This design comes from an exercise in tuning for small area on the open sky130 flow, not from production work.
Only simulation tests tie the RTL to the original design; equivalence was not proved.

==> job 4185 <==
Design inc_cond_mppt, start of the top module:
module inc_cond_mppt (
    input wire clk,
    input wire reset,
    input wire start,
    input wire [15:0] voltage_in,
    input wire [15:0] current_in,
    output wire [15:0] duty_cycle,
    output reg mpp_found,
    output wire [15:0] power_out
);
==> module inc_cond_mppt, before the edit <==
module inc_cond_mppt (
    input wire clk,
    input wire reset,
    input wire start,
    input wire [15:0] voltage_in,
    input wire [15:0] current_in,
    output wire [15:0] duty_cycle,
    output reg mpp_found,
    output wire [15:0] power_out
);
    reg [7:0] duty_hi;    
    reg       duty_mid;   
    reg       duty_lo;    
    assign duty_cycle = {2'b00, duty_hi, {5{duty_mid}}, duty_lo};
    reg calc, upd;
    reg [15:0] v_prev, i_prev;
    always @(posedge clk) begin
        v_prev <= voltage_in;
        i_prev <= current_in;
    end
    wire i_eq = current_in == i_prev;
    wire i_ge = current_in >= i_prev;
    wire v_ge = voltage_in >= v_prev;
    wire up = ~(i_ge ^ v_ge);
    wire step = calc & ~i_eq;
    wire [7:0] m = ~(duty_hi ^ {8{up}});
    wire [8:0] t;
    assign t[0] = 1'b1;
    genvar k;
    generate for (k = 0; k < 8; k = k + 1) begin : g_t
        assign t[k+1] = t[k] & m[k];
    end endgenerate
    wire sat = t[8];                        
    wire lo_zero = (duty_hi == 8'd1) & ~duty_lo;  
    wire set_l = sat | (~up & lo_zero);
    always @(posedge clk or posedge reset) begin
        if (reset) begin
            calc <= 1'b0;
            upd <= 1'b0;
            duty_hi <= 8'h80;
            duty_mid <= 1'b0;
            duty_lo <= 1'b0;
            mpp_found <= 1'b0;
        end else begin
            calc <= ~calc & ~upd & start;
            upd <= calc;
            if (calc)
                mpp_found <= i_eq;
            if (step & ~sat)
                duty_hi <= duty_hi ^ t[7:0];
            if (step & set_l) begin
                duty_mid <= up;
                duty_lo <= 1'b1;
            end
        end
    end
    mul24 u_mul (.a(voltage_in), .b(current_in), .p(power_out));
endmodule
Settings: LEC_CHECK=0, CAP_MARGIN=20, CORE_MARGIN=2, CORE_UTILIZATION=40, SLEW_MARGIN=20; clock period 10.0 ns.
standard.sh (not shown) runs the stock make flow with config.mk's settings and CLKGATE_MAP_FILE= SYNTH_SCRIPT=/design/flow/synth_recipe.tcl, a recipe that flattens the netlist after the stock synthesis.
==> flow/flow/run.sh <==
#!/bin/bash
# Layout flow: the standard ORFS flow, except that
#  - the adder cells mfa/mha of the RTL are mapped straight onto the
#    sky130 full/half adder cells (map.py), and Yosys's own full-adder
#    extraction is off (the design's adders are already explicit),
#  - ABC uses an area-oriented mapping script (abc.script),
#  - port buffers use the smallest buffer cell.
# Each tool's output goes to a log in this folder (make.log, orfs/logs/).
set -euo pipefail
W=$(pwd)
F=$W/flow
python3 $F/map.py $W/design.v $W/design_mapped.v
sed "s#^\(\s*\)log_cmd abc {\*}\$abc_args#\1log_cmd abc {*}[lreplace \$abc_args 1 1 $F/abc.script]#" \
  $FLOW_HOME/scripts/synth.tcl > $W/flow_synth.tcl
grep -q "lreplace" $W/flow_synth.tcl
sed "s#source \$::env(SCRIPTS_DIR)/synth.tcl#source $W/flow_synth.tcl#" $W/synth_recipe.tcl > $W/flow_synth_recipe.tcl
grep -q "flow_synth.tcl" $W/flow_synth_recipe.tcl
sed "s#^export VERILOG_FILES = .*#export VERILOG_FILES = $W/design_mapped.v#" $W/config.mk > $W/flow_config.mk
source $F/settings.sh
make -C $FLOW_HOME DESIGN_CONFIG=$W/flow_config.mk WORK_HOME=$W/orfs CLKGATE_MAP_FILE= \
  SYNTH_SCRIPT=$W/flow_synth_recipe.tcl ADDER_MAP_FILE= \
  "${MAKE_ARGS[@]}" finish > $W/make.log 2>&1
: # left out here: write the final layout as DEF
==> flow/flow/abc.script <==
strash
dch
map -a
topo
stime -c
==> flow/flow/map.py <==
#!/usr/bin/env python3
# Replace the bodies of the adder modules mfa/mha with sky130 cells.
import re, sys
src = open(sys.argv[1]).read()
cells = {
    'mfa': "  sky130_fd_sc_hd__fa_1 u (.A(a), .B(b), .CIN(c), .SUM(s), .COUT(co));\n",
    'mha': "  sky130_fd_sc_hd__ha_1 u (.A(a), .B(b), .SUM(s), .COUT(co));\n",
}
def rep(m):
    name, ports = m.group(1), m.group(2)
    if name in cells:
        return f"module {name}({ports});\n{cells[name]}endmodule"
    return m.group(0)
out = re.sub(r"module\s+(\w+)\s*\(([^;]*?)\);(.*?)endmodule", rep, src, flags=re.S)
open(sys.argv[2], 'w').write(out)
==> flow/flow/place_pre.tcl <==
# Buffer every input and output port (as the standard flow does), with a
# buffer cell sized for each side: inputs drive many loads, outputs one pin.
buffer_ports -inputs -buffer_cell sky130_fd_sc_hd__buf_2
buffer_ports -outputs -buffer_cell sky130_fd_sc_hd__buf_1
==> flow/flow/settings.sh <==
MAKE_ARGS=(CAP_MARGIN=20 CORE_MARGIN=2 CORE_UTILIZATION=40 SLEW_MARGIN=20
DONT_BUFFER_PORTS=1 PRE_GLOBAL_PLACE_TCL=$F/place_pre.tcl
"MIN_BUF_CELL_AND_PORTS=sky130_fd_sc_hd__buf_1 A X"
"GPL_TIMING_DRIVEN=0"
"CTS_BUF_LIST=sky130_fd_sc_hd__clkbuf_8"
"SYNTH_INSBUF=0"
)
==> inputs of job 6731, as changes to job 4185 <==
--- a/flow/design.v
+++ b/flow/design.v
@@ -18,9 +18,24 @@
         v_prev <= voltage_in;
         i_prev <= current_in;
     end
-    wire i_eq = current_in == i_prev;
-    wire i_ge = current_in >= i_prev;
-    wire v_ge = voltage_in >= v_prev;
+    wire [15:0] i_same = ~(current_in ^ i_prev);
+    wire [15:0] v_same = ~(voltage_in ^ v_prev);
+    wire i_eq = &i_same;
+    wire [16:0] ic, vc;
+    assign ic[0] = 1'b1;
+    assign vc[0] = 1'b1;
+    genvar q;
+    generate for (q = 0; q < 16; q = q + 1) begin : g_cmp
+        if (q % 2 == 0) begin : g_even
+            assign ic[q+1] = ~(i_same[q] ? ic[q] : current_in[q]);
+            assign vc[q+1] = ~(v_same[q] ? vc[q] : voltage_in[q]);
+        end else begin : g_odd
+            assign ic[q+1] = ~(i_same[q] ? ic[q] : i_prev[q]);
+            assign vc[q+1] = ~(v_same[q] ? vc[q] : v_prev[q]);
+        end
+    end endgenerate
+    wire i_ge = ic[16];
+    wire v_ge = vc[16];
     wire up = ~(i_ge ^ v_ge);
     wire step = calc & ~i_eq;
     wire [7:0] m = ~(duty_hi ^ {8{up}});
==> flow/flow/place_pre.tcl (replaced) <==
# Buffer every input and output port (as the standard flow does), with a
# buffer cell sized for each side: inputs drive many loads, outputs one pin.
buffer_ports -inputs -buffer_cell sky130_fd_sc_hd__buf_1
buffer_ports -outputs -buffer_cell sky130_fd_sc_hd__buf_1
==> flow_summary.ini <==
[timing]
slew-limit-headroom_pct = 36.9

[detailed_routing]
drt-wirelength-per-cell_um = 15.6
dr_wl_met3_um = 776

[global_route]
grtUsageTotal_pct = 19.7
grt_pass1_wl_mm = 28.0

[floorplanning]
die_height_um = 131

[status]
status = no timing/DRC/antenna violations

[layout]
finalInstanceArea_mm2 = 0.00723
clockNetworkAreaShare_pct = 1.32
inv_count = 92

[logic_synthesis]
seq_area_frac_synth_pct = 15.0
synth_compound_area_share_pct = 17.2
synthAdderAreaFrac_pct = 30.2
-- figures above: job 6731

==> flow_summary.ini <==
[global_route]
grtUsageTotal_pct = 18.8
grt_pass1_wl_mm = 27.4

[layout]
finalInstanceArea_mm2 = 0.00729
clockNetworkAreaShare_pct = 1.29
inv_count = 90

[timing]
slew-limit-headroom_pct = 42.0

[logic_synthesis]
synthAdderAreaFrac_pct = 27.5
seq_area_frac_synth_pct = 14.7
synth_compound_area_share_pct = 17.1

[detailed_routing]
drt-wirelength-per-cell_um = 14.6
dr_wl_met3_um = 464

[status]
status = no timing/DRC/antenna violations
-- figures above: job 4185

==> port drivers added, routing unchanged <==
How much do the figures lean on ideal ports? The routed layouts below were timed once more, with nothing changed but the port constraints. Step 1: set_driving_cell puts a clkbuf_16 on clk and a buf_2 on each other input, an assumption about the parent block. Step 2, shift: input delay + t, output delay - t, t = (earliest + latest rising clock arrival at the registers) / 2. This alone moves slack from input paths to output paths. a / b / c = no drivers / after step 1 / after step 2; a / b = the first two.
run	shift t [ns]	slack for setup (ns)	worst register clock-pin slew, ns
job 4185	0.328	0.463 / 0.442 / 0.442	0.10 / 0.10
job 6731	0.328	0.457 / 0.427 / 0.371	0.10 / 0.10
After both steps setup and hold are still met in every run listed. The setup slack of job 6731, which loses most, moves by -0.030 ns with the drivers and by -0.086 ns with both steps.
